This is an optimization exercise on Yosys and OpenROAD, whose aim is small area, not a production implementation. Only simulation tests tie the RTL to the original design; equivalence was not proved. No driver is modelled on the clock port, so clock power and skew are understated where the tree is cut down; a real chip needs a root buffer or a tree. Power figures rest on the tool's default switching activity, not on a simulated workload.

Setup of 12-01:
==> flow/design.v (excerpt) <==
module top (
	input        MAX10_CLK1_50,
	input        SW0,	 
	input  [1:0] KEY,
	output [7:0] HEX0,
	output [7:0] HEX1,
	output [7:0] HEX2,
	output [7:0] HEX3,
	output [9:0] LEDR
);
Size in the first run: about 230 cells after synthesis, roughly 46 I/O pins, roughly 2100 um^2 of cells after synthesis.
export LEC_CHECK = 0
export CAP_MARGIN = 20
export CORE_MARGIN = 2
export CORE_UTILIZATION = 40
export SLEW_MARGIN = 20
create_clock -name core_clock -period 10.0 [get_ports {MAX10_CLK1_50}]
standard.sh (not shown) runs the stock make flow with config.mk's settings and CLKGATE_MAP_FILE= SYNTH_SCRIPT=/design/flow/synth_recipe.tcl, a recipe that flattens the netlist after the stock synthesis.
==> flow/flow/run.sh <==
#!/bin/bash
# Layout flow: the standard flow (standard.sh), with these changes:
#  1. after the standard synthesis, its combinational logic is mapped again
#     (remap.ys: Yosys + an area-oriented ABC script, abc_amap.script or
#     abc_nf.script). Three rounds of four runs (two ABC seeds x two mappers)
#     each start from the smallest netlist so far. Every register cell of the
#     standard synthesis is kept unchanged (name and cell type), and Yosys
#     proves each result equivalent to the standard netlist (equiv.ys); the
#     smallest proven netlist is used.
#  2. port buffers use the smallest buffer cell
#  3. clock tree synthesis without dummy loads
# Logs: synth_make.log and flow_make.log (make), remap/*.log (Yosys runs),
# remap/choice.log (areas), orfs/logs/ (each ORFS step).
set -euo pipefail
here=$(pwd)
res=$here/orfs/results/sky130hd/top/base
lib=$FLOW_HOME/platforms/sky130hd/lib/sky130_fd_sc_hd__tt_025C_1v80.lib
yosys_bin=$(command -v yosys || echo "$FLOW_HOME/../tools/install/yosys/bin/yosys")
rd=$here/remap
mkdir -p "$rd"

bash standard.sh synth > "$here/synth_make.log" 2>&1
std=$here/std_1_2_yosys.v
cp "$res/1_2_yosys.v" "$std"

regs() { grep -oE 'sky130_fd_sc_hd__(df|edf|sdf)[a-z0-9_]* [^ ]+' "$1" | sort; }
area() { grep "Chip area" "$1" | awk '{print $NF}'; }
std_regs=$(regs "$std")

job() {  # $1 = input netlist, $2 = tag, $3 = seed, $4 = mapper
  local in=$1 t=$2 s=$3 m=$4
  sed -e "s#@T@#40#" -e "s#@SEED@#$s#" "flow/abc_$m.script" > "$rd/$t.abc"
  sed -e "s#@LIB@#$lib#g" -e "s#@IN@#$in#" -e "s#@OUT@#$rd/$t.v#" -e "s#@ABC@#$rd/$t.abc#" \
      flow/remap.ys > "$rd/$t.ys"
  "$yosys_bin" -l "$rd/$t.log" -q "$rd/$t.ys" > /dev/null 2>&1 || return 0
  "$yosys_bin" -q -l "$rd/${t}_area.log" \
    -p "read_liberty -lib $lib; read_verilog $rd/$t.v; hierarchy -top top; stat -liberty $lib" \
    > /dev/null 2>&1 || return 0
  sed -e "s#@LIB@#$lib#g" -e "s#@GOLD@#$std#" -e "s#@GATE@#$rd/$t.v#" flow/equiv.ys > "$rd/${t}_equiv.ys"
  "$yosys_bin" -l "$rd/${t}_equiv.log" -q "$rd/${t}_equiv.ys" > /dev/null 2>&1 && touch "$rd/${t}.proven"
  return 0
}

best=""; best_area=""
cur=$std
for r in 1 2 3; do
  tags=()
  for s in $((2*r-1)) $((2*r)); do
    for m in amap nf; do
      t="r${r}_s${s}_$m"; tags+=("$t")
      job "$cur" "$t" "$s" "$m" &
    done
  done
  wait
  for t in "${tags[@]}"; do
    [[ -f "$rd/$t.proven" ]] || continue
    [[ "$(regs "$rd/$t.v")" == "$std_regs" ]] || continue
    a=$(area "$rd/${t}_area.log")
    echo "$t: area $a" >> "$rd/choice.log"
    if [[ -z "$best" ]] || awk "BEGIN{exit !($a < $best_area)}"; then best=$t; best_area=$a; fi
  done
  [[ -n "$best" ]] && cur=$rd/$best.v
done

if [[ -n "$best" ]]; then
  cp "$rd/$best.v" "$res/1_2_yosys.v"
  rm -f "$res/1_synth.odb" "$res/1_synth.sdc"
  echo "using $best" >> "$rd/choice.log"
else
  echo "no usable remap: standard netlist kept" >> "$rd/choice.log"
fi

bash standard.sh BUFFER_PORTS_ARGS="-buffer_cell sky130_fd_sc_hd__buf_1" \
  CTS_ARGS="-sink_clustering_enable -repair_clock_nets -dont_use_dummy_load" \
  finish > "$here/flow_make.log" 2>&1
Other scripts of this flow, unchanged in this note and not shown: flow/flow/abc_amap.script, flow/flow/abc_nf.script, flow/flow/equiv.ys, flow/flow/remap.ys
For 12-28, these inputs were changed with respect to 12-01:
diff --git a/flow/flow/run.sh b/flow/flow/run.sh
--- a/flow/flow/run.sh
+++ b/flow/flow/run.sh
@@ -74 +74 @@
-  CTS_ARGS="-sink_clustering_enable -repair_clock_nets -dont_use_dummy_load" \
+  CTS_ARGS="-sink_clustering_enable -repair_clock_nets -dont_use_dummy_load -sink_clustering_size 30 -sink_clustering_max_diameter 300" \
Results
As far as routed wire length goes, 12-01 and 12-28 are indistinguishable; the numbers are identical.
Per the comparison of 12-28 with 12-01, number of setup buffers added after CTS comparable, clock buffer count comparable.
Status: horizontal die dimension parity (12-01, 12-28)
Compared with 12-01, in 12-28 instance count of the mapped netlist flat; worst hold slack flat; cell count flat; detailed route wirelength on metal2 flat.
12-28 -> 12-01: part of the total power dissipated in the clock network flat
12-28 -> 12-01: core utilization delta 0, exact match
Power came out exactly the same in 12-01 and 12-28.

========
top, a different RTL version from the one above (not shown whole).
Size in the first run: roughly 230 cells after synthesis, roughly 0.0021 mm^2 of cells after synthesis.
clock: 10.0 ns
lec_check: 0
cap_margin: 20
core_margin: 2
core_utilization: 40
slew_margin: 20
==> flow/flow/run.sh <==
#!/bin/bash
# Layout flow: the standard flow (standard.sh), with these changes:
#  1. after the standard synthesis, its combinational logic is mapped again
#     (remap.ys: Yosys + an area-oriented ABC script, abc_amap.script).
#     Three rounds of four runs (four ABC seeds) each start from the smallest
#     netlist so far. Every register cell of the
#     standard synthesis is kept unchanged (name and cell type), and Yosys
#     proves each result equivalent to the standard netlist (cutregs.py cuts
#     the registers out of both, equiv.ys compares the logic by SAT); the
#     smallest proven netlist is used.
#     The tie-high and tie-low cells are merged into one cell (mergeties.py).
#  2. port buffers use the smallest buffer cell; tie cells are not split
#     per load
set -euo pipefail
here=$(pwd)
res=$here/orfs/results/sky130hd/top/base
lib=$FLOW_HOME/platforms/sky130hd/lib/sky130_fd_sc_hd__tt_025C_1v80.lib
yosys_bin=$(command -v yosys || echo "$FLOW_HOME/../tools/install/yosys/bin/yosys")
rd=$here/remap
mkdir -p "$rd"

bash standard.sh synth > "$here/synth_make.log" 2>&1
std=$here/std_1_2_yosys.v
cp "$res/1_2_yosys.v" "$std"

regs() { grep -oE 'sky130_fd_sc_hd__(df|edf|sdf)[a-z0-9_]* [^ ]+' "$1" | sort; }
area() { grep "Chip area" "$1" | awk '{print $NF}'; }
std_regs=$(regs "$std")
python3 flow/cutregs.py "$std" "$rd/std_cut.v" || true

job() {  # $1 = input netlist, $2 = tag, $3 = seed, $4 = mapper
  local in=$1 t=$2 s=$3 m=$4
  sed -e "s#@T@#40#" -e "s#@SEED@#$s#" "flow/abc_$m.script" > "$rd/$t.abc"
  sed -e "s#@LIB@#$lib#g" -e "s#@IN@#$in#" -e "s#@OUT@#$rd/$t.v#" -e "s#@ABC@#$rd/$t.abc#" \
      flow/remap.ys > "$rd/$t.ys"
  "$yosys_bin" -l "$rd/$t.log" -q "$rd/$t.ys" > /dev/null 2>&1 || return 0
  python3 flow/mergeties.py "$rd/$t.v" || return 0
  "$yosys_bin" -q -l "$rd/${t}_area.log" \
    -p "read_liberty -lib $lib; read_verilog $rd/$t.v; hierarchy -top top; stat -liberty $lib" \
    > /dev/null 2>&1 || return 0
  python3 flow/cutregs.py "$rd/$t.v" "$rd/${t}_cut.v" || return 0
  sed -e "s#@LIB@#$lib#g" -e "s#@GOLD@#$rd/std_cut.v#" -e "s#@GATE@#$rd/${t}_cut.v#" flow/equiv.ys > "$rd/${t}_equiv.ys"
  "$yosys_bin" -l "$rd/${t}_equiv.log" -q "$rd/${t}_equiv.ys" > /dev/null 2>&1 && touch "$rd/${t}.proven"
  return 0
}

best=""; best_area=""
cur=$std
for r in 1 2 3; do
  tags=()
  for s in $((4*r-3)) $((4*r-2)) $((4*r-1)) $((4*r)); do
    t="r${r}_s${s}"; tags+=("$t")
    job "$cur" "$t" "$s" amap &
  done
  wait
  for t in "${tags[@]}"; do
    [[ -f "$rd/$t.proven" ]] || continue
    [[ "$(regs "$rd/$t.v")" == "$std_regs" ]] || continue
    a=$(area "$rd/${t}_area.log")
    echo "$t: area $a" >> "$rd/choice.log"
    if [[ -z "$best" ]] || awk "BEGIN{exit !($a < $best_area)}"; then best=$t; best_area=$a; fi
  done
  [[ -n "$best" ]] && cur=$rd/$best.v
done

if [[ -n "$best" ]]; then
  cp "$rd/$best.v" "$res/1_2_yosys.v"
  rm -f "$res/1_synth.odb" "$res/1_synth.sdc"
  echo "using $best" >> "$rd/choice.log"
else
  echo "no usable remap: standard netlist kept" >> "$rd/choice.log"
fi

bash standard.sh BUFFER_PORTS_ARGS="-buffer_cell sky130_fd_sc_hd__buf_1" \
  CTS_ARGS="-sink_clustering_enable -repair_clock_nets -dont_use_dummy_load" \
  POST_CTS_TCL="$here/flow/post_cts.tcl" \
  SKIP_REPAIR_TIE_FANOUT=1 \
  finish > "$here/flow_make.log" 2>&1
==> flow/flow/post_cts.tcl <==
set block [ord::get_db_block]
set clk_port_net [[$block findBTerm MAX10_CLK1_50] getNet]
set root ""
foreach it [$clk_port_net getITerms] {
  set inst [$it getInst]
  if {[string match sky130_fd_sc_hd__clkbuf_* [[$inst getMaster] getName]]} { set root $inst }
}
set rootnet [[$root findITerm X] getNet]
set leaves {}
foreach it [$rootnet getITerms] { if {[$it getInst] != $root} { lappend leaves $it } }
puts "root [$root getName] drives [llength $leaves] pins"
if {[llength $leaves] + [llength [$clk_port_net getITerms]] - 1 <= 4} {
  foreach it $leaves { $it disconnect; $it connect $clk_port_net }
  foreach it [$root getITerms] { $it disconnect }
  odb::dbInst_destroy $root
  odb::dbNet_destroy $rootnet
  puts "root buffer removed; the clock port drives [llength [$clk_port_net getITerms]] pins"
}
Other scripts of this flow, unchanged in this note and not shown: flow/flow/abc_amap.script, flow/flow/cutregs.py, flow/flow/equiv.ys, flow/flow/mergeties.py, flow/flow/remap.ys
The first run finished with timing, DRC and antenna clean.
==> next run, changes <==
--- a/flow/flow/post_cts.tcl
+++ b/flow/flow/post_cts.tcl
@@ -17,2 +17,68 @@
   puts "root buffer removed; the clock port drives [llength [$clk_port_net getITerms]] pins"
 }
+
+set leaves {}
+foreach it [$clk_port_net getITerms] {
+  set inst [$it getInst]
+  if {[string match sky130_fd_sc_hd__clkbuf_* [[$inst getMaster] getName]]} { lappend leaves $inst }
+}
+proc max_clock_pin_slew {} {
+  estimate_parasitics -placement
+  set worst 0
+  foreach p [get_pins -hierarchical */CLK] {
+    set sl [get_property $p slew_max]
+    if {$sl > $worst} { set worst $sl }
+  }
+  return $worst
+}
+
+if {[llength $leaves] == 4} {
+  set min 1e9
+  set victim ""
+  foreach l $leaves {
+    set n [llength [[[$l findITerm X] getNet] getITerms]]
+    if {$n < $min} { set min $n; set victim $l }
+  }
+  set vname [$victim getName]
+  set vmaster [$victim getMaster]
+  set vloc [$victim getLocation]
+  set vorient [$victim getOrient]
+  set vnet [[$victim findITerm X] getNet]
+  set vnetname [$vnet getName]
+  set moved {}
+  foreach it [$vnet getITerms] {
+    if {[$it getInst] == $victim} continue
+    lassign [[$it getInst] getLocation] sx sy
+    set best ""
+    set bd 1e18
+    foreach l $leaves {
+      if {$l == $victim} continue
+      lassign [$l getLocation] lx ly
+      set d [expr {abs($lx - $sx) + abs($ly - $sy)}]
+      if {$d < $bd} { set bd $d; set best $l }
+    }
+    $it disconnect
+    $it connect [[$best findITerm X] getNet]
+    lappend moved $it
+  }
+  foreach it [$victim getITerms] { $it disconnect }
+  odb::dbInst_destroy $victim
+  odb::dbNet_destroy $vnet
+  set slew [max_clock_pin_slew]
+  if {$slew > 0.115} {
+    # too slow a clock edge: put the leaf buffer back as it was
+    set b [odb::dbInst_create $block $vmaster $vname]
+    $b setOrient $vorient
+    $b setLocation {*}$vloc
+    $b setPlacementStatus PLACED
+    set n [odb::dbNet_create $block $vnetname]
+    $n setSigType CLOCK
+    [$b findITerm A] connect $clk_port_net
+    [$b findITerm X] connect $n
+    foreach it $moved { $it disconnect; $it connect $n }
+    global_connect
+    puts "kept leaf clock buffer $vname (estimated clock pin slew $slew ns with it removed)"
+  } else {
+    puts "removed leaf clock buffer $vname ([llength $moved] sinks moved; estimated clock pin slew $slew ns)"
+  }
+}
Die area is about the same.
Hold slack gets better by 0.023 ns.
Total power came out lower by about 18%.
Routed wire length came out lower by 0.52%.
Global-route usage came out lower by 1.0 points.
Combinational power came out lower by about 30%.
Maximum frequency came out lower by 2.3%.

afterwards: timing with drivers on the ports:
How much do the figures lean on ideal ports? The routed layouts below were timed once more, with nothing changed but the port constraints.
Step 1 assumes that a clkbuf_16 drives the clock port and a buf_2 every other input.
Step 2, shift: input delay + t, output delay - t, t = (earliest + latest rising clock arrival at the registers) / 2. This alone moves slack from input paths to output paths.
Slacks: no drivers / after step 1 / after step 2; pairs: no drivers / after step 1.
| run | shift t [ns] | setup WS [ns] | hold slack, ns |
|---|---|---|---|
| 12-01 | 0.310 | 6.227 / 6.202 / 6.512 | 0.357 / 0.357 / 0.357 |
| 12-28 | 0.310 | 6.227 / 6.202 / 6.512 | 0.357 / 0.357 / 0.357 |
| the first run of note 2 | 0.194 | 6.662 / 6.608 / 6.802 | 0.341 / 0.341 / 0.341 |
| the second run of note 2 | 0.199 | 6.582 / 6.537 / 6.736 | 0.364 / 0.364 / 0.364 |
After both steps setup and hold are still met in every run listed.
